Background: an optimization exercise with open tools, aiming at small area, a short achievable clock period and few clock cycles. Do not read the settings as production practice.
The RTL was checked by simulation tests, not by an equivalence proof against the original design.
Power is estimated from default activity; no workload was simulated.

### constraint.sdc
create_clock -name core_clock -period 5.5 [get_ports {clk}]
set_input_delay 1.1000 -clock core_clock [delete_from_list [all_inputs] [get_ports {clk}]]
set_output_delay 1.1000 -clock core_clock [all_outputs]
set_load 0.01 [all_outputs]
### config.mk
export PLATFORM = sky130hd
export DESIGN_NAME = ME
export DESIGN_NICKNAME = ME
export VERILOG_FILES = /design/flow/design.v
export SDC_FILE = /design/flow/constraint.sdc
export NUM_CORES = 8
export LEC_CHECK = 0
export ABC_AREA = 1
export ABC_CLOCK_PERIOD_IN_PS = 2200
export CAP_MARGIN = 20
export CORE_MARGIN = 2
export CORE_UTILIZATION = 60
export CTS_CLUSTER_DIAMETER = 100
export CTS_CLUSTER_SIZE = 30
export GPL_TIMING_DRIVEN = 0
export SETUP_SLACK_MARGIN = 3.35
export SLEW_MARGIN = 20
export TNS_END_PERCENT = 100
### design.v
module ME(
    input clk,
    input rst_n,
    input block_valid,
    input area_valid,
    input [7:0] in_data,
    output logic out_valid,
    output logic signed [2:0] out_vector
);
logic [7:0] nblk [0:15];
always_ff @(posedge clk)
    if (block_valid) begin
        for (int k = 0; k < 15; k++) nblk[k] <= nblk[k+1];
        nblk[15] <= ~in_data;
    end
logic [7:0] pix [0:11];
always_ff @(posedge clk) begin
    pix[0] <= in_data;
    for (int d = 1; d < 12; d++) pix[d] <= pix[d-1];
end
function automatic [7:0] pixd(input integer i);
    pixd = i == 0 ? pix[11] : i == 1 ? pix[7] : i == 2 ? pix[3] : in_data;
endfunction
logic [7:0] adv [0:15];
logic       adc [0:15];
always_ff @(posedge clk)
    for (int k = 0; k < 16; k++)
        {adc[k], adv[k]} <= {1'b0, pixd(k/4)} + {1'b0, nblk[k]};
logic [3:0] pd0 [0:14];
logic [3:0] pd1 [0:14];
logic [3:0] pd2 [0:14];
logic       kc1 [0:14];
logic       kc2 [0:14];
function automatic [3:0] topmask(input integer s);
    integer m, k;
    m = (255 * (s + 1)) >> 8;
    k = 0;
    while (k < m) k = 2 * k + 1;
    topmask = k;
endfunction
function automatic [4:0] radd4(input [3:0] a, input [3:0] b, input ci);
    logic c;
    c = ci;
    for (int i = 0; i < 4; i++) begin
        radd4[i] = a[i] ^ b[i] ^ c;
        c = (a[i] & b[i]) | (c & (a[i] ^ b[i]));
    end
    radd4[4] = c;
endfunction
always_ff @(posedge clk)
    for (int s = 0; s < 15; s++) begin
        logic [11:0] t;
        logic [4:0] q0;
        logic [4:0] q1;
        logic [4:0] q2;
        t = {4'd0, adv[s] ^ {8{~adc[s]}}};
        q0 = radd4((s == 0 ? 4'd0 : pd0[s-1]), t[3:0], adc[s]);
        q1 = radd4((s == 0 ? 4'd0 : pd1[s-1]), t[7:4], (s == 0 ? 1'b0 : kc1[s-1]));
        q2 = radd4((s == 0 ? 4'd0 : pd2[s-1]), t[11:8], (s == 0 ? 1'b0 : kc2[s-1]));
        pd0[s] <= q0[3:0];
        kc1[s] <= q0[4];
        pd1[s] <= q1[3:0];
        kc2[s] <= q1[4];
        pd2[s] <= q2[3:0] & topmask(s);
    end
logic [11:0] sad;
always_ff @(posedge clk)
    sad <= {pd2[14], pd1[14], pd0[14]} + ({11'd0, kc1[14]} << 4) + ({11'd0, kc2[14]} << 8)
           + {4'd0, adv[15] ^ {8{~adc[15]}}} + {11'd0, adc[15]};
logic [5:0] idx;
logic v1, v2;
always_ff @(posedge clk, negedge rst_n)
    if (!rst_n) begin
        v1 <= 1'b0;
        v2 <= 1'b0;
    end else begin
        v1 <= area_valid;
        v2 <= v1;
    end
always_ff @(posedge clk)
    idx <= block_valid ? 6'd0 : idx + {5'd0, v2};
wire win_ok = v2 && idx[5:3] >= 3'd3 && idx[2:0] >= 3'd3;
wire first  = idx == 6'd27;
logic [11:0] nmin;    
wire better = first || sad < ~nmin;
logic [2:0] min_x, min_y;
wire [2:0] cur_x = idx[2:0] - 3'd5;    
wire [2:0] cur_y = 3'd5 - idx[5:3];    
always_ff @(posedge clk)
    if (win_ok && better) begin
        nmin    <= ~sad;
        min_x   <= cur_x;
        min_y   <= cur_y;
    end
wire last = v2 && idx == 6'd63;
logic second;
always_ff @(posedge clk, negedge rst_n)
    if (!rst_n) begin
        out_valid  <= 1'b0;
        second     <= 1'b0;
        out_vector <= 3'd0;
    end else begin
        second    <= last;
        out_valid <= last || second;
        if (last)
            out_vector <= better ? cur_x : min_x;
        else if (second)
            out_vector <= min_y;
        else
            out_vector <= 3'd0;
    end
endmodule
### run.sh
#!/bin/bash
# synth_recipe.tcl (not shown) runs the flow's synth.tcl, then flattens the netlist and writes it again
# the make line also repeats each setting of config.mk as NAME=value (left out here)
make -C /OpenROAD-flow-scripts/flow DESIGN_CONFIG=/design/flow/config.mk WORK_HOME=/design/flow/orfs CLKGATE_MAP_FILE= SYNTH_SCRIPT=/design/flow/synth_recipe.tcl finish
==> run_results.csv, run 1 <==
group,metric,value,unit
status,status,"timing/DRC/antenna clean",
min_path,hold_start,"pix[9][5]",
timing,post-route-period-util,39.90,%
global_route,grt_pass1_vias,13210,
final_layout,syn_to_final_growth,10.51,%
cts,clk_path_buf_depth,3,
synth,synth_warnings,10,
cts,worstSkewPairLatency,570,ps
floorplan,ios,16,
synth,synth-main-ff-cell,"dfxtp_1",
critical_path,cp-start-kind,"flip-flop",
routing,vias,12730,
floorplan,start_util,60.62,%
run,cap_viol_max_count,0,
power,power_density,477.5,nW/um^2
synth,syn_inst,1933,
routing,viasPerCell,4.999,
synth,syn-num-nets,2256,
floorplan,dieArea,41570,um^2
global_route,grt.total_usage,19.92,%
power,seqPwrFrac,49.8,%
timing,slew_viol_final,0,
synth,yosysMostFrequentCell,"dfxtp_1",
placement,dp_hpwl,29.38,mm
cts,cts_tree,"built",
routing,wl_per_cell,15.71,um
critical_path,crit_chain,"buf_8 > xor2_2 > fa_2 > inv_2 > fa_2 > inv_1 > fa_2 > inv_2 > fa_1",
synth,synth_seq_cells,603,
global_route,antenna_found_initial,2,
timing,finalClockSkew,32.44,ps
critical_path,path_buf_inv,4,
routing,postRouteAntennaNets,0,
power,p_sw_share,32.51,%
power,power_leakage,11.71,nW
critical_path,crit_required,5940,ps
power,ir_drop,0.0003145,V
final_layout,fill_cells,2892,
timing,min_period,2195,ps
timing,rsz0062_at_grt,"true",
final_layout,drive_above_1_share,12.63,%
power,clockPowerShare,17.1,%
final_layout,stdcell_count,2546,
min_path,hp-class,"flip-flop to flip-flop",
synth,synthDistinctLibCells,29,
global_route,grt_start_max_net_pins,76,
critical_path,worst_path_largest_cell_delay,400,ps
critical_path,critPathArrivalTime,2640,ps
power,internal_power,0.008539,W
cts,clk_pin_slew,120,ps
critical_path,slowest_stage,"fa_1",
critical_path,cp_common_cell,"fa_2",
floorplan,num_rows,73,
timing,relSlewSlack,64.96,%
synth,synth_area_per_cell,12.40,um^2
placement,dp.cells,2474,
synth,synth_edf_count,146,
power,switching_power,0.004114,W
critical_path,crit_start,"adc[6]",
critical_path,r2r_end,"pd1[6][3]",
min_path,hold_path_end,"pix[10][5]",
critical_path,regToRegSetupSlack,3310,ps
critical_path,rr_worst_depth,9,
timing,worstMarginPinSlew,524.8,ps
placement,pre_cts_ws,1947,ps
cts,cts_made_buffers,24,
floorplan,fp.coreArea,39550,um^2
timing,timing.fmax,455.6,MHz
timing,hold_violations,0,
cts,clock-sinks,603,
routing,firstDrtPassIters,4,
synth,synthTopCellsByCount,"dfxtp_1 (450), inv_1 (274), ha_1 (195)",
synth,netlist_area,23980,um^2
synth,yosys.area.top_type_share,37.57,%
timing,setup_viol,0,
placement,gp_congestion,0.8213,
cts,root_buffer,"clkbuf_16",
synth,synth.area.top_cells,"dfxtp_1 (38%), edfxtp_1 (18%), ha_1 (10%)",
final_layout,final_nets,2325,
routing,drtIter0Drc,531,
final_layout,final_area,26500,um^2
routing,routed_wl,39.99,mm
placement,port_buffers,15,
synth,yosysTopAreaCell,"dfxtp_1",
critical_path,cp-end-kind,"flip-flop",
synth,yosysSeqAreaShare,56.59,%
placement,placed_cell_area,24970,um^2
routing,drc,0,
min_path,worstHoldPathCells,0,
global_route,grt_pass1_wl,65.12,mm
critical_path,crit_fanout,2,
critical_path,rr_startpoint,"adc[6]",
critical_path,cp.depth,9,
critical_path,path_class,"flip-flop to flip-flop",
floorplan,die_w,203.9,um
global_route,grt-ovfl-total,0,
critical_path,cp_top_family,"adder cells",
cts,htreeDepth,1,
timing,fin_ws,3305,ps
synth,async_reset_ff_share,1.161,%
floorplan,die_h,203.9,um
power,combPwrFrac,33.1,%
## logic make-up (layout without fill, tap and decap cells)
kind of cell | Yosys count | count (layout) | synth area share, %
AO/OA/AOI/OAI | 165 | 165 | 3.731
XOR/XNOR | 243 | 243 | 8.877
adder cells (fa/ha/maj) | 311 | 311 | 19.86
buffers and inverters | 293 | 379 | 4.676
flip-flops | 603 | 603 | 56.59
multiplexers | 15 | 15 | 0.6314
other | 0 | 2 | 0
AND/OR/NAND/NOR | 303 | 303 | 5.631
## stage by stage
step / setup TNS, ps / hold WS [ps] / power, W / utilization [%]
floorplan: 0 / 309.6 / 0.008889 / -
detailed placement: 0 / 312.1 / 0.01006 / 63.13
CTS: 0 / 328.3 / 0.01262 / 66.34
finish: 0 / 329.1 / 0.01265 / 66.99
global route: 0 / 332.4 / 0.01370 / 66.98
global placement: -207490 / 309.9 / 0.01000 / 63.05
## cells in the final DEF, fill, tap and decap left out, drive strengths merged, types with 50 or more instances in the layout
master and n:
dfxtp 450, inv 276, ha 195, edfxtp 146, nand2 139, xor2 137
a21oi 127, fa 116, xnor2 106, nand3 77, buf 51, nor2 50
## power groups by stage
stage,Clock (W),Sequential [W],Combinational (W)
finish,0.00217,0.00630,0.00419
floorplan,0,0.00622,0.00267
CTS,0.00225,0.00631,0.00405
global placement,0,0.00640,0.00360
detailed placement,0,0.00639,0.00367
global route,0.00239,0.00642,0.00489
## worst reg2reg max path, stage by stage, from the launching register on
cell,delay [ps]
dfxtp_2,340
buf_8,110
xor2_2,160
fa_2,330
inv_2,70
fa_2,200
inv_1,50
fa_2,330
inv_2,60
fa_1,400
## layout make-up
type,count,area [um^2],area share (%)
sequential,603,13590,51.28
multi-input combinational,1037,9903,37.38
inverter,276,1036,3.910
clock buffer,42,689.4,2.602
tap,525,656.9,2.479
timing repair buffer,43,371.6,1.403
buffer,17,216.5,0.8170
clock inverter,1,30.03,0.1133
antenna,2,5.005,0.01889
## metal layers
metal  up-vias  routed length [um]  track usage (%)
met5         -                  13                0
met4         2                1132            6.674
met3        65                1076            2.216
met2       154               19790            34.96
met1      6122               17980            25.81
li1       6384                   -                -
## worst max-delay path by stage
stage | endpoint | slack (ps)
6_report | pd1[6][3] | 3310
5_1_grt | pd1[4][3] | 3210
4_1_cts | pd1[7][3] | 3270
3_5_place_dp | adv[15][6] | 1950
3_3_place_gp | nblk[0][0] | -1590
2_1_floorplan | adv[12][6] | 3230
## state kept, by name (all words and copies together), names as in the netlist, 12 cells and up
name	count
adv	128
nblk	128
pix	96
pd0	60
pd1	60
pd2	43
adc	16
kc1	15
kc2	14
nmin	12
sad	12
## repair_timing
| action | 4_1_cts | 5_1_grt |
|---|---|---|
| resized for setup | 165 | 49 |
| hold buffers | 0 | 0 |
| setup endpoints to repair | 75 | 42 |
| pin swaps | 36 | 24 |
| setup buffers | 19 | 8 |
Testbench counts, summed over its fixed seeds: cycles 43,008.
==> run 2, diff against run 1 <==
--- a/config.mk
+++ b/config.mk
@@ -14,3 +14,3 @@
 export CTS_CLUSTER_SIZE = 30
-export GPL_TIMING_DRIVEN = 0
+export GPL_ROUTABILITY_DRIVEN = 0
 export SETUP_SLACK_MARGIN = 3.35
==> run_results.csv, run 2 <==
group,metric,value,unit
routing,routed_wl,40.23,mm
cts,clk_pin_slew,120,ps
routing,viasPerCell,4.971,
placement,dp_hpwl,29.59,mm
global_route,grt.total_usage,20.01,%
cts,clk_path_buf_depth,3,
final_layout,final_common_cell,"dfxtp_1",
synth,synth_edf_count,146,
synth,yosys.area.top_type_share,37.57,%
timing,finalClockSkew,31.59,ps
critical_path,cp.depth,1,
cts,worstSkewPairLatency,580,ps
floorplan,start_util,60.62,%
synth,async_reset_ff_share,1.161,%
final_layout,final_util,66.11,%
synth,synth-main-ff-cell,"dfxtp_1",
floorplan,die_w,203.9,um
floorplan,fp.coreArea,39550,um^2
global_route,grt-ovfl-total,0,
critical_path,path_class,"flip-flop to primary output",
power,ir_drop,0.0003010,V
cts,root_buffer,"clkbuf_16",
routing,firstDrtPassIters,4,
critical_path,crit_required,4400,ps
cts,cts_tree,"built",
final_layout,mostFrequentLayoutCells,"dfxtp_1 (432), inv_1 (249), ha_1 (181), edfxtp_1 (146), nand2_1 (130)",
synth,syn-num-nets,2256,
min_path,hp-class,"flip-flop to flip-flop",
power,power_leakage,11.60,nW
critical_path,slowest_stage,"dfrtp_1",
synth,synth.area.top_cells,"dfxtp_1 (38%), edfxtp_1 (18%), ha_1 (10%)",
final_layout,final_nets,2308,
synth,synthTopCellsByCount,"dfxtp_1 (450), inv_1 (274), ha_1 (195)",
critical_path,crit_end,"out_vector[1]",
floorplan,num_rows,73,
critical_path,critPathArrivalTime,1090,ps
floorplan,die_h,203.9,um
floorplan,ios,16,
global_route,grt_pass1_vias,13120,
critical_path,cp-end-kind,"primary output",
timing,rsz0062_at_grt,"true",
synth,yosysMostFrequentCell,"dfxtp_1",
synth,synth_seq_cells,603,
timing,timing.fmax,456.6,MHz
global_route,grt_pass1_wl,65.35,mm
status,status,"timing/DRC/antenna clean",
routing,postRouteAntennaNets,0,
critical_path,cp_top_family,"flip-flops",
cts,clock-sinks,603,
cts,htreeDepth,1,
synth,yosysSeqAreaShare,56.59,%
routing,vias,12570,
critical_path,cp-start-kind,"flip-flop",
synth,synth_area_per_cell,12.40,um^2
critical_path,path_buf_inv,1,
synth,synth_warnings,10,
critical_path,crit_fanout,1,
synth,yosysTopAreaCell,"dfxtp_1",
synth,syn_inst,1933,
critical_path,crit_start,"out_vector[1]",
routing,drc,0,
critical_path,rr_worst_depth,8,
synth,netlist_area,23980,um^2
timing,slew_viol_final,0,
timing,relSlewSlack,46.45,%
routing,drtIter0Drc,465,
power,power_density,481.6,nW/um^2
timing,worstMarginPinSlew,803.2,ps
critical_path,worst_path_largest_cell_delay,400,ps
synth,synthDistinctLibCells,29,
critical_path,regToRegSetupSlack,3340,ps
global_route,antenna_found_initial,0,
cts,cts_made_buffers,24,
critical_path,r2r_end,"pd1[5][3]",
timing,setup-tns-final,0,ps
final_layout,syn_to_final_growth,9.054,%
global_route,grt_start_max_net_pins,79,
final_layout,drive_above_1_share,10.23,%
floorplan,dieArea,41570,um^2
final_layout,insertedDiodeCount,0,
run,cap_viol_max_count,0,
critical_path,crit_chain,"buf_6",
placement,port_buffers,15,
timing,post-route-period-util,39.82,%
routing,wl_per_cell,15.91,um
timing,min_period,2190,ps
critical_path,rr_startpoint,"adc[5]",
timing,hold_violations,0,
timing,setup_viol,0,
run 2: cell counts after synthesis:
No cell type changed its count.
run 2: power breakdown:
part	leakage [nW]	internal, W	switching [W]
registers	5.31	0.00576	0.000572
clock network	0.352	0.000907	0.00132
logic	5.94	0.00183	0.00221
total	11.6	0.00850	0.00409
run 2: layout make-up:
class,instances,area (um^2)
sequential,603,13630
fill,3047,13400
multi-input combinational,1037,9728
inverter,276,1039
clock buffer,43,714.4
tap,525,656.9
timing repair buffer,43,350.3
clock inverter,1,30.03
run 2: routing by layer:
metal,global-route usage (%),part of all wire [%]
met1,26.82,47
met5,0,0
met2,35.41,49
met4,4.015,1.9
met3,2.136,2.2
run 2: repair_timing:
action	in CTS	in global routing
gates resized for setup	75	86
pin swaps	11	33
endpoints found under the setup margin	91	55
setup buffers	18	8
hold buffers	0	0
run 2: worst min path at each step:
stage | from | end | slack, ps | cells after the start
final | kc2[1] | pd2[2] | 330 | 0
after global routing | pix[6][1] | pix[7][1] | 330 | 0
after CTS | pix[6][1] | pix[7][1] | 330 | 0
after detailed placement | pix[9][4] | pix[10][4] | 310 | 0
after global placement | pix[4][7] | pix[5][7] | 310 | 0
after floorplan | kc2[1] | pd2[2] | 310 | 0
run 2: metrics by stage:
| stage | instance area [um^2] | cells | hold slack [ps] | setup WS, ps | total power [W] |
|---|---|---|---|---|---|
| after floorplan | 24130 | 1933 | 309.6 | 3227 | 0.008889 |
| after detailed placement | 24830 | 2458 | 312.1 | 2175 | 0.01006 |
| after global routing | 26150 | 2528 | 331.7 | 3251 | 0.01363 |
| after global placement | 24830 | 2458 | 309.9 | 2254 | 0.01001 |
| after CTS | 25810 | 2520 | 325.9 | 3195 | 0.01252 |
| final | 26150 | 2528 | 326.7 | 3310 | 0.01259 |
run 2: cells by family (layout without fill, tap and decap cells):
group	count (synthesis)	count (layout)	synth area share, %
adders and majority gates	311	311	19.86
DFF	603	603	56.59
buffers and inverters	293	363	4.676
xor gates and xnor gates	243	243	8.877
and+or+nand+nor	303	303	5.631
AOI/OAI and AO/OA	165	165	3.731
muxes	15	15	0.6314
==> run 3, diff against run 2 <==
--- a/config.mk
+++ b/config.mk
@@ -14,4 +14,3 @@
 export CTS_CLUSTER_SIZE = 30
-export GPL_ROUTABILITY_DRIVEN = 0
-export SETUP_SLACK_MARGIN = 3.35
+export SETUP_SLACK_MARGIN = 3.25
 export SLEW_MARGIN = 20
==> run_results.csv, run 3 <==
group,metric,value,unit
cts,holdBufCountCts,0,
synth,synthTopCellsByCount,"dfxtp_1 (450), inv_1 (274), ha_1 (195)",
synth,yosys.area.top_type_share,37.57,%
floorplan,die_w,203.9,um
global_route,grt.total_usage,20.03,%
global_route,grt_start_max_net_pins,73,
power,ir_drop,0.0002549,V
final_layout,mostFrequentLayoutCells,"dfxtp_1 (433), inv_1 (267), ha_1 (187), edfxtp_1 (146), xor2_1 (136)",
cts,root_buffer,"clkbuf_16",
synth,syn_inst,1933,
final_layout,final_common_cell,"dfxtp_1",
critical_path,cp-start-kind,"input port",
timing,rsz0062_at_grt,"true",
synth,yosysMostFrequentCell,"dfxtp_1",
critical_path,crit_required,6020,ps
power,power_density,472.5,nW/um^2
critical_path,r2r_end,"sad[9]",
min_path,hp-class,"flip-flop to flip-flop",
routing,wl_per_cell,15.66,um
synth,synth-main-ff-cell,"dfxtp_1",
floorplan,start_util,60.62,%
timing,post-route-period-util,40.02,%
floorplan,dieArea,41570,um^2
floorplan,fp.coreArea,39550,um^2
min_path,hold_path_end,"pix[7][5]",
placement,dp_hpwl,29.48,mm
final_layout,syn_to_final_growth,8.063,%
routing,drc,0,
cts,cts_made_buffers,24,
synth,synth_warnings,10,
global_route,antenna_found_initial,0,
routing,wl_met1,18.47,mm
cts,clock-sinks,603,
critical_path,rr_startpoint,"adc[15]",
cts,htreeDepth,1,
final_layout,insertedDiodeCount,0,
run,cap_viol_max_count,0,
timing,relSlewSlack,33.02,%
routing,postRouteAntennaNets,0,
synth,synth_edf_count,146,
critical_path,rr_worst_depth,11,
routing,routed_wl,39.60,mm
timing,worstMarginPinSlew,1005,ps
cts,clk_pin_slew,120,ps
synth,synth.area.top_cells,"dfxtp_1 (38%), edfxtp_1 (18%), ha_1 (10%)",
final_layout,drive_above_1_share,7.189,%
min_path,worstHoldPathCells,0,
power,p_sw_share,32.17,%
placement,gp_congestion,0.8428,
synth,netlist_area,23980,um^2
timing,timing.fmax,454.3,MHz
critical_path,cp-end-kind,"flip-flop",
power,seqPwrFrac,51.7,%
floorplan,ios,16,
timing,setup_viol,0,
timing,min_period,2201,ps
placement,port_buffers,15,
floorplan,num_rows,73,
global_route,grt_pass1_wl,65.63,mm
timing,setup-tns-final,0,ps
placement,placed_cell_area,24820,um^2
synth,yosysSeqAreaShare,56.59,%
routing,viasPerCell,4.973,
routing,firstDrtPassIters,4,
final_layout,fill_cells,3051,
timing,finalClockSkew,31.52,ps
critical_path,path_class,"input port to flip-flop",
synth,yosysTopAreaCell,"dfxtp_1",
cts,worstSkewPairLatency,580,ps
cts,clk_path_buf_depth,3,
synth,async_reset_ff_share,1.161,%
floorplan,die_h,203.9,um
final_layout,final_nets,2308,
routing,vias,12570,
global_route,grt_pass1_vias,13150,
final_layout,final_area,25910,um^2
synth,synth_area_per_cell,12.40,um^2
critical_path,critPathArrivalTime,2720,ps
power,power_leakage,11.57,nW
routing,top_layer,"met4",
power,switching_power,0.003938,W
timing,hold_violations,0,
critical_path,regToRegSetupSlack,3310,ps
status,status,"timing/DRC/antenna clean",
routing,wl_met2,19.53,mm
power,clockPowerShare,17.6,%
critical_path,crit_fanout,6,
global_route,grt-ovfl-total,0,
routing,wl_met3,937,um
timing,slew_viol_final,0,
routing,drtIter0Drc,497,
synth,synthDistinctLibCells,29,
min_path,hold_start,"pix[6][5]",
synth,syn-num-nets,2256,
synth,synth_seq_cells,603,
power,combPwrFrac,30.8,%
cts,cts_tree,"built",
power,internal_power,0.008303,W
[run 3: what timing repair did]
action,4_1_cts,5_1_grt
gates resized for setup,48,45
endpoints found under the setup margin,71,26
setup buffers,7,20
endpoints found under the hold margin,0,0
pin swaps,0,12
[run 3: cell families after synthesis]
kind of cell / after synthesis / share of synthesized area (%)
adder cells (fa/ha/maj): 311 / 19.86
multiplexers: 15 / 0.6314
XOR/XNOR: 243 / 8.877
buffers and inverters: 293 / 4.676
AO/OA/AOI/OAI: 165 / 3.731
AND/OR/NAND/NOR: 303 / 5.631
flip-flops: 603 / 56.59
[run 3: metal layers]
metal | track usage [%] | vias up
met5 | 0 | -
met4 | 3.624 | 0
met1 | 26.91 | 6044
met3 | 2.344 | 44
li1 | - | 6360
met2 | 35.41 | 123
[run 3: area by class of cell]
class                   instances  area (um^2)  area share (%)
multi-input cells            1037         9515           36.73
flip-flops and latches        603        13630           52.60
clock buffers                  42        668.1           2.579
clock inverters                 2        46.29          0.1787
well taps                     525        656.9           2.535
inverters                     276         1036           3.999
repair buffers                 43        359.1           1.386
[run 3: stage by stage]
| step | setup WS, ps | utilization, % | total power (W) | std cells | hold WS [ps] |
|---|---|---|---|---|---|
| 6_report | 3299 | 65.51 | 0.01224 | 2528 | 326.8 |
| 5_1_grt | 3181 | 65.51 | 0.01333 | 2528 | 333.0 |
| 4_1_cts | 3195 | 64.75 | 0.01222 | 2508 | 331.0 |
| 3_5_place_dp | 2228 | 62.74 | 0.009973 | 2457 | 312.1 |
| 3_3_place_gp | 2238 | 62.74 | 0.009913 | 2457 | 310.6 |
| 2_1_floorplan | 3227 | - | 0.008854 | 1933 | 309.6 |
[run 3: worst max-delay path: stages]
cell	delay, ps
clkdlybuf4s15_2	340
ha_4	250
fa_2	400
nand3_2	70
nand3_2	90
a21oi_1	160
nor2_1	50
nor2_1	130
xnor2_1	120
[run 3: worst max-delay path by stage]
stage	end	cells after the start	slack (ps)	start
after floorplan	adv[12][6]	8	3230	in_data[0]
after global placement	adv[12][6]	9	2240	in_data[0]
after detailed placement	adv[12][6]	9	2230	in_data[0]
after CTS	sad[9]	11	3200	adv[15][1]
after global routing	sad[9]	12	3180	adc[15]
final	adv[12][6]	9	3300	in_data[0]
[run 3: power by group through the flow]
stage | combinational (W) | clock (W) | sequential [W]
3_5_place_dp | 0.00351 | 0 | 0.00646
4_1_cts | 0.00363 | 0.00223 | 0.00636
6_report | 0.00376 | 0.00215 | 0.00632
3_3_place_gp | 0.00345 | 0 | 0.00647
5_1_grt | 0.00448 | 0.00238 | 0.00646
2_1_floorplan | 0.00263 | 0 | 0.00622
==> run 4, diff against run 3 <==
--- a/config.mk
+++ b/config.mk
@@ -11,6 +11,6 @@
 export CORE_MARGIN = 2
-export CORE_UTILIZATION = 60
+export CORE_UTILIZATION = 55
 export CTS_CLUSTER_DIAMETER = 100
 export CTS_CLUSTER_SIZE = 30
-export SETUP_SLACK_MARGIN = 3.25
+export SETUP_SLACK_MARGIN = 3.3
 export SLEW_MARGIN = 20
==> run_results.csv, run 4 <==
group,metric,value,unit
final_layout,mostFrequentLayoutCells,"dfxtp_1 (435), inv_1 (257), ha_1 (186), edfxtp_1 (146), xor2_1 (134)",
routing,firstDrtPassIters,5,
routing,drc,0,
synth,yosys.area_share.simple,5.631,%
floorplan,num_rows,76,
synth,yosysMostFrequentCell,"dfxtp_1",
synth,syn_inst,1933,
floorplan,dieArea,45280,um^2
placement,port_buffers,15,
status,status,"timing/DRC/antenna clean",
min_path,hp-class,"flip-flop to flip-flop",
floorplan,die_w,212.8,um
placement,gp_congestion,0.8274,
final_layout,drive_above_1_share,8.204,%
cts,cts_made_buffers,24,
global_route,grt.total_usage,18.79,%
synth,syn-num-nets,2256,
critical_path,path_class,"input port to flip-flop",
synth,synth_seq_cells,603,
cts,htreeDepth,1,
synth,synth_xor_area_share,8.877,%
timing,setup-tns-final,0,ps
critical_path,crit_required,5980,ps
routing,vias,12500,
floorplan,fp.coreArea,43080,um^2
synth,synth_edf_count,146,
synth,synth-main-ff-cell,"dfxtp_1",
synth,yosys.area.top_type_share,37.57,%
final_layout,insertedDiodeCount,0,
critical_path,cp-end-kind,"flip-flop",
synth,synth_warnings,10,
timing,post-route-period-util,40.13,%
timing,timing.fmax,453.1,MHz
synth,synth_top_family_by_area,"adder cells",
power,power_density,474.3,nW/um^2
timing,finalClockSkew,35.15,ps
run,cap_viol_max_count,0,
critical_path,rr_worst_depth,11,
synth,synth-compound-area-share,3.731,%
timing,min_period,2207,ps
synth,synth_area_per_cell,12.40,um^2
timing,slew_viol_final,0,
timing,rsz0062_at_grt,"true",
global_route,grt_pass1_wl,66.43,mm
min_path,worstHoldPathCells,0,
synth,yosysTopAreaCell,"dfxtp_1",
final_layout,final_common_cell,"dfxtp_1",
timing,relSlewSlack,43.13,%
timing,hold_violations,0,
cts,worstSkewPairLatency,600,ps
synth,netlist_area,23980,um^2
synth,yosysSeqAreaShare,56.59,%
critical_path,critPathArrivalTime,2680,ps
timing,worstMarginPinSlew,853.1,ps
critical_path,slowest_stage,"clkdlybuf4s50_1",
power,power_leakage,11.54,nW
critical_path,crit_chain,"clkdlybuf4s50_1 > ha_1 > a21oi_1 > nand3_1 > xor2_1",
cts,clk_path_buf_depth,3,
final_layout,final_nets,2305,
floorplan,ios,16,
floorplan,die_h,212.8,um
final_layout,seq_area,13620,um^2
final_layout,final_area,25980,um^2
cts,clock-sinks,603,
synth,synthTopCellsByCount,"dfxtp_1 (450), inv_1 (274), ha_1 (195)",
final_layout,syn_to_final_growth,8.345,%
cts,cts_tree,"built",
synth,synthAdderAreaFrac,19.86,%
routing,drtIter0Drc,518,
final_layout,fill_cells,3515,
final_layout,multiInputGateArea,9533,um^2
synth,synth_mux_area_share,0.6315,%
cts,root_buffer,"clkbuf_16",
critical_path,cp-start-kind,"input port",
routing,wl_per_cell,15.57,um
routing,routed_wl,40.23,mm
routing,viasPerCell,4.837,
timing,setup_viol,0,
global_route,grt_start_max_net_pins,134,
floorplan,start_util,55.66,%
global_route,grt_pass1_vias,13090,
synth,async_reset_ff_share,1.161,%
cts,clk_pin_slew,110,ps
placement,placed_cell_area,24910,um^2
critical_path,crit_fanout,6,
synth,synth.area.top_cells,"dfxtp_1 (38%), edfxtp_1 (18%), ha_1 (10%)",
synth,synthDistinctLibCells,29,
global_route,grt-ovfl-total,0,
timing,worst_hold_slack,327.3,ps
power,ir_drop,0.0002960,V
global_route,antenna_found_initial,0,
routing,postRouteAntennaNets,0,
critical_path,worst_path_largest_cell_delay,640,ps
placement,dp_hpwl,29.57,mm
-- run 4: cells by family (layout without fill, tap and decap cells) --
family | after synthesis | after routing
fa+ha+maj | 311 | 311
compound gates | 165 | 165
mux | 15 | 15
simple gates | 303 | 303
flops | 603 | 603
buf+inv | 293 | 359
xor+xnor | 243 | 243
-- run 4: layer usage --
| metal | up-vias | track usage (%) | part of all wire [%] |
|---|---|---|---|
| met5 | - | 0 | 0 |
| met4 | 0 | 4.702 | 2.1 |
| met3 | 49 | 2.089 | 2.6 |
| met2 | 113 | 32.93 | 50 |
| met1 | 5984 | 25.00 | 46 |
| li1 | 6352 | - | - |
-- run 4: power breakdown --
group / internal, W / switching (W)
Combinational: 0.00171 / 0.00212
Clock: 0.000864 / 0.00132
Sequential: 0.00576 / 0.000550
Total: 0.00833 / 0.00399
-- run 4: path summary, 6_finish.rpt --
check                            from             to  slack, ps
setup reg to reg              adc[15]         sad[9]       3350
hold reg to reg             pix[0][7]      pix[1][7]        330
min in group asynchronous       rst_n  out_vector[1]        760
setup / recovery           in_data[6]     adv[12][7]       3290
max in group asynchronous       rst_n             v2       4520
hold / removal              pix[0][7]      pix[1][7]        330
-- run 4: through the flow --
step	power [W]	setup slack (ps)	instances	util, %
CTS	0.01242	3287	2574	59.85
floorplan	0.008877	3227	1933	-
finish	0.01232	3293	2584	60.30
global placement	0.01006	2274	2517	57.82
global route	0.01343	3195	2584	60.30
detailed placement	0.01010	2265	2517	57.82
-- run 4: timing repair --
item                                    in CTS  in global routing
resized for setup                           60                 54
pin swaps                                    3                 19
endpoints found under the setup margin      79                 48
buffers inserted                            14                 10
hold buffers                                 0                  0
-- run 4: layout make-up --
type	instances	share of cell area, %
Clock buffer	41	2.596
Clock inverter	2	0.1782
Timing Repair Buffer	40	1.272
Inverter	276	3.988
Multi-Input combinational cell	1037	36.70
Tap cell	585	2.818
Sequential cell	603	52.45
-- run 4: worst max-delay path, delay by kind of cell --
kind,cells,cell delay (ps)
compound gates,1,170
xor+xnor,1,160
fa+ha+maj,1,470
buf+inv,1,640
simple gates,1,130
==> run 5, diff against run 4 <==
--- a/config.mk
+++ b/config.mk
@@ -11,3 +11,3 @@
 export CORE_MARGIN = 2
-export CORE_UTILIZATION = 55
+export CORE_UTILIZATION = 65
 export CTS_CLUSTER_DIAMETER = 100
==> run_results.csv, run 5 <==
group,metric,value,unit
timing,finalClockSkew,31.41,ps
routing,drtIter0Drc,546,
global_route,grt_pass1_wl,65.07,mm
floorplan,die_h,196.1,um
status,status,"timing/DRC/antenna clean",
min_path,hp-class,"flip-flop to flip-flop",
timing,slew_viol_final,0,
synth,synth_area_per_cell,12.40,um^2
routing,firstDrtPassIters,5,
synth,syn-num-nets,2256,
floorplan,die_w,196.1,um
timing,relSlewSlack,41.61,%
timing,fin_ws,3309,ps
routing,postRouteAntennaNets,0,
run,cap_viol_max_count,0,
timing,rsz0062_at_grt,"true",
cts,cts_tree,"built",
critical_path,rr_worst_depth,11,
min_path,worstHoldPathCells,0,
cts,worstSkewPairLatency,580,ps
floorplan,start_util,65.80,%
power,power_density,477.0,nW/um^2
power,power_leakage,11.58,nW
synth,synthTopCellsByCount,"dfxtp_1 (450), inv_1 (274), ha_1 (195)",
timing,setup_viol,0,
routing,drc,0,
floorplan,num_rows,70,
synth,netlist_area,23980,um^2
synth,yosysTopAreaCell,"dfxtp_1",
synth,synth-main-ff-cell,"dfxtp_1",
placement,pre_cts_ws,2310,ps
final_layout,final_nets,2305,
floorplan,fp.coreArea,36430,um^2
cts,clock-sinks,603,
timing,post-route-period-util,39.83,%
critical_path,crit_required,5970,ps
cts,root_buffer,"clkbuf_16",
global_route,grt.total_usage,21.31,%
critical_path,path_class,"flip-flop to flip-flop",
synth,synth.area.top_cells,"dfxtp_1 (38%), edfxtp_1 (18%), ha_1 (10%)",
cts,clk_path_buf_depth,3,
final_layout,drive_above_1_share,8.350,%
cts,holdBufCountCts,0,
routing,vias,12590,
final_layout,insertedDiodeCount,0,
timing,worstMarginPinSlew,875.9,ps
synth,async_reset_ff_share,1.161,%
global_route,grt_start_max_net_pins,121,
final_layout,mostFrequentLayoutCells,"dfxtp_1 (435), inv_1 (256), ha_1 (183), edfxtp_1 (146), xor2_1 (132)",
synth,syn_inst,1933,
placement,dp_hpwl,28.90,mm
floorplan,ios,16,
power,ir_drop,0.0002852,V
cts,cts_made_buffers,24,
global_route,grt-ovfl-total,0,
final_layout,fill_cells,2579,
placement,port_buffers,15,
synth,yosysMostFrequentCell,"dfxtp_1",
synth,synthDistinctLibCells,29,
critical_path,crit_fanout,4,
routing,wl_per_cell,15.92,um
synth,yosysSeqAreaShare,56.59,%
global_route,grt_pass1_vias,13150,
global_route,antenna_found_initial,0,
cts,htreeDepth,1,
placement,gp_congestion,0.8323,
critical_path,cp-end-kind,"flip-flop",
synth,synth_edf_count,146,
timing,min_period,2191,ps
timing,setup-tns-final,0,ps
final_layout,final_common_cell,"dfxtp_1",
synth,synth_seq_cells,603,
final_layout,syn_to_final_growth,8.105,%
cts,clk_pin_slew,110,ps
placement,dp.cells,2400,
final_layout,stdcell_count,2468,
critical_path,critPathArrivalTime,2660,ps
synth,synth_warnings,10,
routing,viasPerCell,5.101,
timing,hold_violations,0,
critical_path,regToRegSetupSlack,3310,ps
critical_path,cp-start-kind,"flip-flop",
timing,timing.fmax,456.5,MHz
floorplan,dieArea,38440,um^2
routing,routed_wl,39.29,mm
synth,yosys.area.top_type_share,37.57,%
-- run 5: cell types whose count changed in the layout (fill, tap and decap cells not counted), sizes merged --
cell           change
dlymetal6s2s       +2
clkdlybuf4s50      -2
clkbuf             +2
dlygate4sd2        -1
-- run 5: per-stage QoR --
stage / util [%] / area, um^2 / total power (W) / hold slack [ps]
2_1_floorplan: - / 24090 / 0.008877 / 309.6
3_3_place_gp: 67.95 / 24760 / 0.009909 / 310.2
3_5_place_dp: 67.95 / 24760 / 0.009986 / 312.1
4_1_cts: 70.29 / 25610 / 0.01223 / 307.8
5_1_grt: 71.14 / 25920 / 0.01343 / 304.1
6_report: 71.14 / 25920 / 0.01236 / 309.6
-- run 5: power breakdown --
part | switching, W | internal, W | leakage (nW)
clock network | 0.00129 | 0.000854 | 0.335
logic | 0.00214 | 0.00176 | 5.93
registers | 0.000559 | 0.00576 | 5.31
-- run 5: logic make-up after synthesis --
| group | after synthesis | share of synthesized area, % |
|---|---|---|
| flops | 603 | 56.59 |
| fa+ha+maj | 311 | 19.86 |
| simple gates | 303 | 5.631 |
| buf+inv | 293 | 4.676 |
| xor+xnor | 243 | 8.877 |
| compound gates | 165 | 3.731 |
| mux | 15 | 0.6314 |
-- run 5: routing by layer --
metal	vias to the layer above	wire length [um]	global-route usage, %
met3	50	964	2.304
met1	6049	17790	28.52
li1	6350	-	-
met2	141	19710	37.92
met4	0	823	4.405
met5	-	0	0
-- run 5: area by class of cell --
cell class	count	area, um^2	share of cell area [%]
Sequential cell	603	13620	52.57
Multi-Input combinational cell	1037	9630	37.16
Inverter	276	1036	3.997
Clock buffer	42	668.1	2.578
Tap cell	468	585.6	2.259
Timing Repair Buffer	40	327.8	1.265
Clock inverter	2	46.29	0.1786
-- run 5: repair_timing --
item / in CTS / in global routing
cloned: 0 / 0
pin swaps: 1 / 23
resized for setup: 56 / 70
setup buffers: 12 / 12
setup endpoints to repair: 79 / 48
-- run 5: path summary, 6_finish.rpt --
kind,start,endpoint
worst max-delay path,adc[15],sad[9]
worst min-delay path,pix[4][3],pix[5][3]
worst max register to register,adc[15],sad[9]
worst min register to register,pix[4][3],pix[5][3]
max in group asynchronous,rst_n,second
min in group asynchronous,rst_n,out_vector[2]
-- run 5: worst max-delay path, cell delays in order (launching register included) --
cell,delay (ps)
dfxtp_4,400
xnor2_1,140
ha_1,290
ha_2,170
inv_1,70
fa_2,410
nor3_4,230
nor2_2,50
nor2_2,120
nand2_1,80
nand3_1,70
nand2_1,50
==> run 6, diff against run 5 <==
--- a/config.mk
+++ b/config.mk
@@ -11,7 +11,8 @@
 export CORE_MARGIN = 2
-export CORE_UTILIZATION = 65
+export CORE_UTILIZATION = 60
 export CTS_CLUSTER_DIAMETER = 100
 export CTS_CLUSTER_SIZE = 30
-export SETUP_SLACK_MARGIN = 3.3
+export PLACE_DENSITY = 0.7
+export SETUP_SLACK_MARGIN = 3.35
 export SLEW_MARGIN = 20
-export TNS_END_PERCENT = 100
+export TNS_END_PERCENT = 50
==> run_results.csv, run 6 <==
group,metric,value,unit
status,status,"timing/DRC/antenna clean",
global_route,grt.total_usage,19.55,%
cts,clk_pin_slew,110,ps
run,cap_viol_max_count,0,
critical_path,crit_chain,"buf_2",
synth,netlist_area,23980,um^2
cts,cts_tree,"built",
critical_path,cp-start-kind,"flip-flop",
timing,finalClockSkew,39.08,ps
synth,synthTopCellsByCount,"dfxtp_1 (450), inv_1 (274), ha_1 (195)",
floorplan,num_rows,73,
cts,clk_path_buf_depth,3,
floorplan,die_w,203.9,um
final_layout,syn_to_final_growth,8.673,%
routing,wl_per_cell,15.32,um
timing,setup_viol,0,
power,power_density,475.8,nW/um^2
routing,vias,12650,
synth,yosysMostFrequentCell,"dfxtp_1",
routing,postRouteAntennaNets,0,
critical_path,critPathArrivalTime,1080,ps
synth,syn-num-nets,2256,
synth,synth-main-ff-cell,"dfxtp_1",
synth,synth_edf_count,146,
synth,yosysTopAreaCell,"dfxtp_1",
critical_path,slowest_stage,"dfrtp_1",
final_layout,fill_cells,2911,
timing,worstMarginPinSlew,860.0,ps
placement,gp_congestion,0.8233,
global_route,grt_pass1_vias,12850,
critical_path,crit_fanout,1,
placement,port_buffers,15,
floorplan,ios,16,
final_layout,final_common_cell,"dfxtp_1",
timing,slew_viol_final,0,
critical_path,cp-end-kind,"primary output",
critical_path,worst_path_largest_cell_delay,380,ps
global_route,grt-ovfl-total,0,
cts,holdBufCountCts,0,
placement,dp_hpwl,28.42,mm
final_layout,mostFrequentLayoutCells,"dfxtp_1 (434), inv_1 (254), ha_1 (184), edfxtp_1 (146), nand2_1 (132)",
timing,rsz0062_at_grt,"true",
cts,root_buffer,"clkbuf_16",
global_route,grt_pass1_wl,64.33,mm
power,power_leakage,11.59,nW
global_route,grt_start_max_net_pins,134,
cts,worstSkewPairLatency,580,ps
timing,post-route-period-util,39.65,%
floorplan,fp.coreArea,39550,um^2
timing,setup-tns-final,0,ps
final_layout,drive_above_1_share,9.277,%
synth,syn_inst,1933,
final_layout,seq_area,13630,um^2
critical_path,path_buf_inv,1,
timing,relSlewSlack,42.67,%
critical_path,crit_required,4400,ps
floorplan,die_h,203.9,um
cts,cts_made_buffers,24,
floorplan,start_util,60.62,%
cts,clock-sinks,603,
power,finalPower,0.01240,W
power,ir_drop,0.0003242,V
routing,firstDrtPassIters,4,
critical_path,regToRegSetupSlack,3330,ps
routing,drtIter0Drc,540,
synth,synth.area.top_cells,"dfxtp_1 (38%), edfxtp_1 (18%), ha_1 (10%)",
timing,hold_violations,0,
synth,synthDistinctLibCells,29,
floorplan,dieArea,41570,um^2
critical_path,path_class,"flip-flop to primary output",
final_layout,final_nets,2311,
synth,yosysSeqAreaShare,56.59,%
synth,synth_area_per_cell,12.40,um^2
final_layout,multiInputGateArea,9634,um^2
synth,async_reset_ff_share,1.161,%
routing,viasPerCell,4.999,
global_route,antenna_found_initial,0,
timing,timing.fmax,458.6,MHz
routing,drc,0,
critical_path,cp_top_family,"flip-flops",
synth,synth_seq_cells,603,
routing,routed_wl,38.77,mm
min_path,hp-class,"flip-flop to flip-flop",
synth,yosys.area.top_type_share,37.57,%
synth,synth_warnings,10,
cts,htreeDepth,1,
timing,min_period,2181,ps
final_layout,insertedDiodeCount,0,
-- run 6: changes by cell type in the layout (fill, tap and decap cells not counted), sizes merged --
cell / before / now
clkdlybuf4s50: 3 / 5
clkdlybuf4s15: 0 / 1
dlymetal6s2s: 2 / 0
clkinv: 2 / 1
buf: 31 / 37
clkbuf: 44 / 43
-- run 6: cell families (layout without fill, tap and decap cells) --
kind of cell	count (synthesis)	after routing	synth area share [%]
AOI/OAI and AO/OA	165	165	3.731
xor gates and xnor gates	243	243	8.877
adders and majority gates	311	311	19.86
buffers and inverters	293	365	4.676
DFF	603	603	56.59
muxes	15	15	0.6314
and+or+nand+nor	303	303	5.631
-- run 6: timing repair --
item,4_1_cts,5_1_grt
pin swaps,7,17
endpoints found under the setup margin,86,42
gates resized for setup,66,83
setup buffers,10,20
-- run 6: metrics by stage --
step	instance area (um^2)	cells	worst slack, ps	hold WS [ps]	util, %
after floorplan	24030	1933	3185	309.6	-
after global placement	24770	2457	2249	310.4	62.62
after detailed placement	24770	2457	2226	312.1	62.62
after CTS	25650	2510	3260	331.4	64.85
after global routing	26060	2530	3207	340.7	65.88
final	26060	2530	3319	331.4	65.88
-- run 6: power breakdown --
| group | switching (W) | internal, W |
|---|---|---|
| registers | 0.000568 | 0.00576 |
| logic | 0.00215 | 0.00177 |
| clock network | 0.00128 | 0.000876 |
-- run 6: worst paths after layout --
kind                               start             to  depth (start not counted)
setup / recovery           out_vector[1]  out_vector[1]                          1
hold / removal                 pix[4][2]      pix[5][2]                          0
setup reg to reg                 adc[15]         sad[9]                         11
hold reg to reg                pix[4][2]      pix[5][2]                          0
max in group asynchronous          rst_n  out_vector[1]                          1
min in group asynchronous          rst_n             v2                          1
-- run 6: cell type report --
type | instances | area share (%)
Clock inverter | 1 | 0.1153
Clock buffer | 42 | 2.646
Timing Repair Buffer | 46 | 1.460
Tap cell | 525 | 2.521
Sequential cell | 603 | 52.31
Inverter | 276 | 3.976
Multi-Input combinational cell | 1037 | 36.98
-- run 6: routing by layer --
layer  vias up  GRT usage (%)  routed length [um]
met5         -              0                   0
met4         0          5.109                1032
met3        67          2.168                1014
met2       159          33.48               18700
met1      6051          26.67               18020
li1       6370              -                   -
==> run 7, diff against run 6 <==
--- a/config.mk
+++ b/config.mk
@@ -13,3 +13,3 @@
 export CTS_CLUSTER_DIAMETER = 100
-export CTS_CLUSTER_SIZE = 30
+export CTS_CLUSTER_SIZE = 24
 export PLACE_DENSITY = 0.7
@@ -17,2 +17,2 @@
 export SLEW_MARGIN = 20
-export TNS_END_PERCENT = 50
+export TNS_END_PERCENT = 100
==> run_results.csv, run 7 <==
group,metric,value,unit
critical_path,path_class,"flip-flop to primary output",
min_path,hp-class,"flip-flop to flip-flop",
final_layout,insertedDiodeCount,0,
status,status,"timing/DRC/antenna clean",
synth,async_reset_ff_share,1.161,%
synth,synth_seq_cells,603,
timing,worstMarginPinSlew,874.4,ps
final_layout,final_common_cell,"dfxtp_1",
synth,yosysSeqAreaShare,56.59,%
synth,yosysMostFrequentCell,"dfxtp_1",
synth,synth_area_per_cell,12.40,um^2
final_layout,final_nets,2309,
global_route,grt-ovfl-total,0,
synth,netlist_area,23980,um^2
floorplan,num_rows,73,
final_layout,mostFrequentLayoutCells,"dfxtp_1 (433), inv_1 (255), ha_1 (184), edfxtp_1 (146), xor2_1 (132)",
cts,cts_made_buffers,29,
critical_path,cp-start-kind,"flip-flop",
critical_path,path_buf_inv,1,
power,p_sw_share,32.31,%
routing,postRouteAntennaNets,0,
final_layout,stdcell_count,2533,
power,clockPowerShare,18.6,%
timing,timing.fmax,456.2,MHz
final_layout,syn_to_final_growth,8.992,%
power,internal_power,0.008540,W
timing,post-route-period-util,39.86,%
synth,synth_edf_count,146,
run,cap_viol_max_count,0,
placement,dp_hpwl,28.88,mm
power,power_leakage,11.61,nW
cts,htreeDepth,1,
power,power_density,482.8,nW/um^2
power,seqPwrFrac,50.2,%
critical_path,critPathArrivalTime,1090,ps
power,combPwrFrac,31.2,%
critical_path,crit_chain,"buf_6",
critical_path,regToRegSetupSlack,3350,ps
timing,min_period,2192,ps
power,switching_power,0.004076,W
timing,worst_hold_slack,323.3,ps
global_route,grt_start_max_net_pins,134,
final_layout,final_area,26130,um^2
global_route,grt_pass1_wl,64.72,mm
critical_path,rr_worst_depth,11,
timing,hold_violations,0,
synth,synthDistinctLibCells,29,
placement,placed_cell_area,24830,um^2
synth,synth_warnings,10,
final_layout,drive_above_1_share,9.163,%
global_route,grt_pass1_vias,12890,
timing,setup_viol,0,
synth,yosys.area.top_type_share,37.57,%
routing,vias,12630,
critical_path,cp.depth,1,
cts,holdBufCountCts,0,
critical_path,r2r_end,"sad[9]",
placement,gp_congestion,0.8523,
floorplan,ios,16,
cts,clock-sinks,603,
floorplan,die_h,203.9,um
routing,routed_wl,39.43,mm
synth,synth.area.top_cells,"dfxtp_1 (38%), edfxtp_1 (18%), ha_1 (10%)",
critical_path,cp_top_family,"flip-flops",
floorplan,die_w,203.9,um
critical_path,worst_path_largest_cell_delay,390,ps
placement,dp.cells,2457,
floorplan,dieArea,41570,um^2
cts,worstSkewPairLatency,590,ps
final_layout,fill_cells,2935,
synth,synth-main-ff-cell,"dfxtp_1",
routing,firstDrtPassIters,7,
cts,clk_pin_slew,90,ps
critical_path,crit_required,4400,ps
timing,setup-tns-final,0,ps
critical_path,cp-end-kind,"primary output",
synth,yosysTopAreaCell,"dfxtp_1",
synth,syn-num-nets,2256,
critical_path,crit_start,"out_vector[2]",
timing,finalClockSkew,20.38,ps
final_layout,final_util,66.07,%
critical_path,crit_fanout,1,
timing,rsz0062_at_grt,"true",
cts,root_buffer,"clkbuf_16",
floorplan,start_util,60.62,%
synth,syn_inst,1933,
floorplan,fp.coreArea,39550,um^2
global_route,grt.total_usage,19.69,%
global_route,antenna_found_initial,0,
placement,port_buffers,15,
routing,viasPerCell,4.985,
synth,synthTopCellsByCount,"dfxtp_1 (450), inv_1 (274), ha_1 (195)",
timing,slew_viol_final,0,
critical_path,rr_startpoint,"adc[15]",
cts,clk_path_buf_depth,3,
timing,relSlewSlack,41.71,%
critical_path,crit_end,"out_vector[2]",
routing,wl_per_cell,15.57,um
critical_path,slowest_stage,"dfrtp_1",
routing,drtIter0Drc,608,
power,ir_drop,0.0002743,V
cts,cts_tree,"built",
routing,drc,0,
## run 7: logic make-up after synthesis
group | Yosys count | share of synthesized area [%]
XOR/XNOR | 243 | 8.877
AND/OR/NAND/NOR | 303 | 5.631
AO/OA/AOI/OAI | 165 | 3.731
multiplexers | 15 | 0.6314
flip-flops | 603 | 56.59
adder cells (fa/ha/maj) | 311 | 19.86
buffers and inverters | 293 | 4.676
## run 7: power groups by stage
stage / Sequential [W] / Clock, W / Combinational (W)
floorplan: 0.00622 / 0 / 0.00267
global placement: 0.00648 / 0 / 0.00352
detailed placement: 0.00647 / 0 / 0.00363
CTS: 0.00636 / 0.00242 / 0.00383
global route: 0.00646 / 0.00258 / 0.00464
finish: 0.00634 / 0.00234 / 0.00394
## run 7: per-stage QoR
step | power [W] | worst slack (ps)
floorplan | 0.008889 | 3227
global placement | 0.009995 | 2287
detailed placement | 0.01010 | 2240
CTS | 0.01261 | 3264
global route | 0.01368 | 3235
finish | 0.01262 | 3308
## run 7: area by class of cell
| type | count | area, um^2 | share of cell area, % |
|---|---|---|---|
| clock buffer | 52 | 812.0 | 3.107 |
| clock inverter | 1 | 30.03 | 0.1149 |
| inverter | 276 | 1036 | 3.965 |
| multi-input combinational | 1037 | 9627 | 36.84 |
| sequential | 603 | 13630 | 52.15 |
| tap | 525 | 656.9 | 2.514 |
| timing repair buffer | 39 | 342.8 | 1.312 |
## run 7: worst min path at each step
stage,startpoint,to,slack (ps),cells after the start
after global placement,pix[2][5],pix[3][5],310,0
after global routing,pix[2][6],pix[3][6],320,0
final,pix[2][6],pix[3][6],320,0
after floorplan,kc2[1],pd2[2],310,0
after detailed placement,pix[6][2],pix[7][2],310,0
after CTS,pix[2][6],pix[3][6],320,0
## run 7: timing repair
action                     4_1_cts  5_1_grt
gates resized for setup         65       74
pin swaps                        9       10
buffers inserted                23        0
setup endpoints to repair       81       31
## run 7: worst reg2reg max path, delay by kind of cell, from the launching register on
family                   cells  cell delay, ps
flip-flops                   1             390
AND/OR/NAND/NOR              5             430
AO/OA/AOI/OAI                2             260
adder cells (fa/ha/maj)      2             780
buffers and inverters        1              40
XOR/XNOR                     1             150
## run 7: per-layer routing
| layer | share of wire (%) | wire, um | track usage [%] |
|---|---|---|---|
| met1 | 47 | 18710 | 27.22 |
| met2 | 48 | 18880 | 33.61 |
| met3 | 2.6 | 1033 | 2.423 |
| met4 | 2.1 | 809 | 4.119 |
| met5 | 0 | 0 | 0 |
==> run 8, diff against run 7 <==
--- a/config.mk
+++ b/config.mk
@@ -13,3 +13,3 @@
 export CTS_CLUSTER_DIAMETER = 100
-export CTS_CLUSTER_SIZE = 24
+export CTS_CLUSTER_SIZE = 27
 export PLACE_DENSITY = 0.7
==> run_results.csv, run 8 <==
group,metric,value,unit
timing,slew_viol_final,0,
cts,worstSkewPairLatency,580,ps
global_route,grt.total_usage,19.74,%
global_route,grt_pass1_vias,12910,
routing,vias,12610,
critical_path,crit_start,"out_vector[2]",
global_route,grt_start_max_net_pins,134,
final_layout,final_area,26100,um^2
timing,hold_violations,0,
synth,synth-main-ff-cell,"dfxtp_1",
routing,wl_per_cell,15.67,um
timing,relSlewSlack,42.05,%
status,status,"timing/DRC/antenna clean",
cts,holdBufCountCts,0,
placement,dp_hpwl,28.88,mm
placement,dp.cells,2457,
timing,setup_viol,0,
critical_path,cp_top_family,"flip-flops",
synth,netlist_area,23980,um^2
power,power_density,481.2,nW/um^2
critical_path,path_class,"flip-flop to primary output",
routing,drtIter0Drc,646,
cts,clock-sinks,603,
synth,synth_warnings,10,
placement,placed_cell_area,24830,um^2
min_path,hp-class,"flip-flop to flip-flop",
timing,worst_hold_slack,328.6,ps
critical_path,regToRegSetupSlack,3360,ps
critical_path,cp.depth,1,
critical_path,path_buf_inv,1,
timing,rsz0062_at_grt,"true",
cts,clk_pin_slew,100,ps
critical_path,cp-start-kind,"flip-flop",
synth,synthTopCellsByCount,"dfxtp_1 (450), inv_1 (274), ha_1 (195)",
timing,post-route-period-util,39.98,%
final_layout,drive_above_1_share,9.426,%
final_layout,final_common_cell,"dfxtp_1",
critical_path,critPathArrivalTime,1100,ps
routing,postRouteAntennaNets,0,
synth,synthDistinctLibCells,29,
floorplan,die_w,203.9,um
floorplan,fp.coreArea,39550,um^2
timing,finalClockSkew,18.02,ps
critical_path,slowest_stage,"dfrtp_1",
floorplan,num_rows,73,
synth,syn_inst,1933,
final_layout,syn_to_final_growth,8.877,%
cts,cts_tree,"built",
timing,setup-tns-final,0,ps
floorplan,ios,16,
routing,firstDrtPassIters,5,
floorplan,start_util,60.62,%
synth,async_reset_ff_share,1.161,%
routing,drc,0,
placement,pre_cts_ws,2240,ps
cts,root_buffer,"clkbuf_16",
timing,min_period,2199,ps
final_layout,stdcell_count,2530,
min_path,worstHoldPathCells,0,
critical_path,worst_path_largest_cell_delay,400,ps
placement,gp_congestion,0.8523,
synth,synth_seq_cells,603,
global_route,grt_pass1_wl,64.98,mm
power,ir_drop,0.0003362,V
synth,synth_area_per_cell,12.40,um^2
synth,yosys.area.top_type_share,37.57,%
floorplan,die_h,203.9,um
cts,htreeDepth,1,
final_layout,mostFrequentLayoutCells,"dfxtp_1 (435), inv_1 (253), ha_1 (182), edfxtp_1 (146), xor2_1 (132)",
timing,timing.fmax,454.7,MHz
synth,syn-num-nets,2256,
placement,port_buffers,15,
routing,viasPerCell,4.983,
power,power_leakage,11.60,nW
cts,cts_made_buffers,26,
routing,routed_wl,39.63,mm
synth,synth.area.top_cells,"dfxtp_1 (38%), edfxtp_1 (18%), ha_1 (10%)",
synth,yosysMostFrequentCell,"dfxtp_1",
critical_path,cp-end-kind,"primary output",
min_path,hold_start,"pix[6][7]",
global_route,grt-ovfl-total,0,
synth,yosysSeqAreaShare,56.59,%
critical_path,crit_end,"out_vector[2]",
critical_path,r2r_end,"sad[9]",
synth,yosysTopAreaCell,"dfxtp_1",
run,cap_viol_max_count,0,
global_route,antenna_found_initial,0,
final_layout,final_nets,2308,
timing,fin_ws,3301,ps
critical_path,crit_chain,"buf_6",
timing,worstMarginPinSlew,869.2,ps
floorplan,dieArea,41570,um^2
synth,synth_edf_count,146,
cts,clk_path_buf_depth,3,
critical_path,rr_worst_depth,11,
critical_path,crit_fanout,1,
final_layout,insertedDiodeCount,0,
critical_path,crit_required,4400,ps
critical_path,rr_startpoint,"adc[15]",
-- run 8: kinds of logic after synthesis --
| family | after synthesis | synth area share (%) |
|---|---|---|
| DFF | 603 | 56.59 |
| muxes | 15 | 0.6314 |
| and+or+nand+nor | 303 | 5.631 |
| xor gates and xnor gates | 243 | 8.877 |
| adders and majority gates | 311 | 19.86 |
| buffers and inverters | 293 | 4.676 |
| AOI/OAI and AO/OA | 165 | 3.731 |
-- run 8: layer usage --
layer | share of wire (%) | vias up | GRT usage (%)
met4 | 1.9 | 0 | 4.249
met1 | 48 | 6060 | 27.23
li1 | - | 6366 | -
met2 | 48 | 131 | 33.71
met3 | 2.3 | 50 | 2.392
met5 | 0 | - | 0
-- run 8: stage by stage --
stage | utilization, % | power (W)
global placement | 62.78 | 0.009995
global route | 66.00 | 0.01362
finish | 66.00 | 0.01256
floorplan | - | 0.008889
CTS | 65.42 | 0.01251
detailed placement | 62.78 | 0.01010
-- run 8: how the worst min path moves through the flow --
stage / end
6_report: pix[7][7]
2_1_floorplan: pd2[2]
5_1_grt: pix[3][6]
3_3_place_gp: pix[3][5]
4_1_cts: pix[3][6]
3_5_place_dp: pix[7][2]
-- run 8: repair_timing --
| action | 4_1_cts | 5_1_grt |
|---|---|---|
| endpoints found under the hold margin | 0 | 0 |
| buffers inserted | 24 | 1 |
| setup endpoints to repair | 81 | 32 |
| pin swaps | 10 | 10 |
| resized for setup | 64 | 80 |
-- run 8: layout make-up --
| type | instances | area [um^2] |
|---|---|---|
| inverter | 276 | 1036 |
| sequential | 603 | 13620 |
| multi-input combinational | 1037 | 9662 |
| fill | 2943 | 13450 |
| tap | 525 | 656.9 |
| timing repair buffer | 41 | 354.1 |
| clock inverter | 1 | 20.02 |
| clock buffer | 47 | 750.7 |
-- run 8: power breakdown --
group	switching (W)	internal (W)	total, W	leakage, nW
clock network	0.00132	0.000944	0.00226	0.366
logic	0.00218	0.00178	0.00396	5.93
registers	0.000580	0.00576	0.00634	5.31
==> run 9, diff against run 8 <==
--- a/config.mk
+++ b/config.mk
@@ -13,3 +13,3 @@
 export CTS_CLUSTER_DIAMETER = 100
-export CTS_CLUSTER_SIZE = 27
+export CTS_CLUSTER_SIZE = 33
 export PLACE_DENSITY = 0.7
==> run_results.csv, run 9 <==
group,metric,value,unit
routing,firstDrtPassIters,7,
run,cap_viol_max_count,0,
placement,dp_hpwl,28.88,mm
critical_path,cp_top_family,"flip-flops",
final_layout,insertedDiodeCount,0,
floorplan,die_h,203.9,um
synth,async_reset_ff_share,1.161,%
timing,slew_viol_final,0,
synth,synth_edf_count,146,
timing,min_period,2193,ps
final_layout,mostFrequentLayoutCells,"dfxtp_1 (434), inv_1 (254), ha_1 (183), edfxtp_1 (146), xor2_1 (133)",
global_route,grt_pass1_wl,64.43,mm
floorplan,dieArea,41570,um^2
synth,syn-num-nets,2256,
critical_path,crit_fanout,1,
routing,postRouteAntennaNets,0,
critical_path,path_class,"flip-flop to primary output",
critical_path,worst_path_largest_cell_delay,400,ps
floorplan,fp.coreArea,39550,um^2
power,power_density,476.2,nW/um^2
routing,viasPerCell,4.985,
routing,routed_wl,39.34,mm
routing,vias,12570,
placement,pre_cts_ws,2240,ps
cts,root_buffer,"clkbuf_16",
cts,worstSkewPairLatency,580,ps
critical_path,cp-start-kind,"flip-flop",
placement,port_buffers,15,
min_path,hp-class,"flip-flop to flip-flop",
global_route,grt_pass1_vias,12790,
cts,clock-sinks,603,
timing,relSlewSlack,41.20,%
final_layout,fill_cells,2960,
cts,cts_tree,"built",
floorplan,die_w,203.9,um
routing,wl_per_cell,15.61,um
floorplan,start_util,60.62,%
status,status,"timing/DRC/antenna clean",
timing,setup-tns-final,0,ps
synth,synthTopCellsByCount,"dfxtp_1 (450), inv_1 (274), ha_1 (195)",
power,ir_drop,0.0002741,V
timing,fin_ws,3307,ps
routing,drc,0,
critical_path,slowest_stage,"dfrtp_1",
cts,clk_pin_slew,120,ps
final_layout,drive_above_1_share,9.068,%
timing,worstMarginPinSlew,882.0,ps
timing,setup_viol,0,
global_route,grt-ovfl-total,0,
cts,htreeDepth,1,
synth,synth_warnings,10,
timing,worst_hold_slack,333.2,ps
critical_path,critPathArrivalTime,1090,ps
synth,yosys.area.top_type_share,37.57,%
synth,yosysMostFrequentCell,"dfxtp_1",
power,power_leakage,11.55,nW
cts,cts_made_buffers,22,
timing,rsz0062_at_grt,"true",
cts,holdBufCountCts,0,
critical_path,regToRegSetupSlack,3350,ps
synth,synth-main-ff-cell,"dfxtp_1",
synth,synth_seq_cells,603,
floorplan,num_rows,73,
routing,drtIter0Drc,673,
critical_path,cp-end-kind,"primary output",
synth,yosysSeqAreaShare,56.59,%
synth,yosysTopAreaCell,"dfxtp_1",
timing,finalClockSkew,21.37,ps
synth,synthDistinctLibCells,29,
floorplan,ios,16,
global_route,grt_start_max_net_pins,134,
timing,hold_violations,0,
global_route,antenna_found_initial,0,
global_route,grt.total_usage,19.55,%
synth,synth_area_per_cell,12.40,um^2
critical_path,crit_required,4400,ps
final_layout,final_nets,2303,
synth,netlist_area,23980,um^2
synth,syn_inst,1933,
critical_path,path_buf_inv,1,
synth,synth.area.top_cells,"dfxtp_1 (38%), edfxtp_1 (18%), ha_1 (10%)",
critical_path,crit_chain,"buf_6",
timing,post-route-period-util,39.88,%
cts,clk_path_buf_depth,3,
final_layout,final_common_cell,"dfxtp_1",
final_layout,syn_to_final_growth,8.293,%
timing,timing.fmax,455.9,MHz
placement,gp_congestion,0.8523,
## run 9: cell counts after synthesis
No cell type changed its count.
## run 9: metal layers
metal	vias up	GRT usage (%)	wire, um	part of all wire, %
met5	-	0	0	0
li1	6349	-	-	-
met2	142	33.38	18950	48
met4	0	3.650	668	1.7
met1	6031	27.23	18780	48
met3	44	2.360	943	2.4
## run 9: path summary, 6_finish.rpt
path                       cells past startpoint             to          start
setup / recovery                               1  out_vector[2]  out_vector[2]
min in group asynchronous                      1  out_vector[1]          rst_n
max in group asynchronous                      1  out_vector[0]          rst_n
setup reg to reg                              11         sad[9]     adv[15][4]
hold reg to reg                                0      pix[6][5]      pix[5][5]
hold / removal                                 0      pix[6][5]      pix[5][5]
## run 9: where the power goes
| group | total [W] | internal, W | switching [W] |
|---|---|---|---|
| logic | 0.00394 | 0.00177 | 0.00217 |
| registers | 0.00634 | 0.00576 | 0.000579 |
| clock network | 0.00209 | 0.000810 | 0.00128 |
## run 9: final cells by class
cell class / instances / area [um^2] / share of cell area [%]
flip-flops and latches: 603 / 13630 / 52.48
multi-input cells: 1037 / 9639 / 37.13
inverters: 276 / 1036 / 3.990
well taps: 525 / 656.9 / 2.530
clock buffers: 37 / 628.1 / 2.419
repair buffers: 40 / 349.1 / 1.345
clock inverters: 3 / 28.78 / 0.1108
## run 9: cell families after synthesis
group	after synthesis	synth area share, %
AND/OR/NAND/NOR	303	5.631
flip-flops	603	56.59
XOR/XNOR	243	8.877
adder cells (fa/ha/maj)	311	19.86
AO/OA/AOI/OAI	165	3.731
buffers and inverters	293	4.676
multiplexers	15	0.6314
## run 9: stage by stage
step                instances  instance area [um^2]  utilization [%]  power [W]
finish                   2521                 25960            65.65    0.01236
global route             2521                 25960            65.65    0.01341
CTS                      2521                 25760            65.14    0.01233
detailed placement       2457                 24830            62.78    0.01010
global placement         2457                 24830            62.78   0.009995
floorplan                1933                 24130                -   0.008889
## run 9: timing repair
| action | CTS | global route |
|---|---|---|
| pin swaps | 9 | 8 |
| gates resized for setup | 64 | 77 |
| endpoints found under the hold margin | 0 | 0 |
| cloned | 0 | 0 |
| setup buffers | 24 | 0 |
| endpoints found under the setup margin | 82 | 31 |

static timing again, ports no longer ideal:
In the flow no input, the clock included, has a driving cell. The finished layouts below were timed again as built, in two steps.
Step 1 (the two cells are an assumption about what drives the block):
set clk [get_ports {clk}]
set_driving_cell -lib_cell sky130_fd_sc_hd__clkbuf_16 $clk
set_driving_cell -lib_cell sky130_fd_sc_hd__buf_2 [delete_from_list [all_inputs] $clk]
Step 2 times the ports against the registers' clock, not the clock port: input delays grow and output delays shrink by t, the midpoint of the rising clock arrivals with the driver on.
a / b / c = ideal / step 1 / step 2; a / b = the first two.
| run | t, ns | slack for setup (ns) | latest minus earliest clock arrival (ns) | worst data-port slew with drivers (ns) | cell pins on the clock port's net |
|---|---|---|---|---|---|
| run 1 | 0.618 | 3.305 / 3.264 / 2.772 | 0.040 / 0.040 | 0.05 | 1 |
| run 2 | 0.623 | 3.310 / 3.254 / 2.805 | 0.032 / 0.032 | 0.04 | 1 |
| run 3 | 0.628 | 3.299 / 3.268 / 2.706 | 0.040 / 0.040 | 0.03 | 1 |
| run 4 | 0.641 | 3.293 / 3.274 / 2.685 | 0.037 / 0.037 | 0.04 | 1 |
| run 5 | 0.618 | 3.309 / 3.278 / 2.807 | 0.033 / 0.032 | 0.03 | 1 |
| run 6 | 0.619 | 3.319 / 3.264 / 2.763 | 0.039 / 0.039 | 0.05 | 1 |
| run 7 | 0.635 | 3.308 / 3.250 / 2.816 | 0.025 / 0.024 | 0.03 | 1 |
| run 8 | 0.633 | 3.301 / 3.245 / 2.809 | 0.023 / 0.023 | 0.03 | 1 |
| run 9 | 0.619 | 3.307 / 3.252 / 2.845 | 0.025 / 0.025 | 0.03 | 1 |
After both steps every run listed still meets setup and hold. For run 4, which loses most, drivers alone change the setup slack by -0.019 ns; drivers and shift together by -0.608 ns.
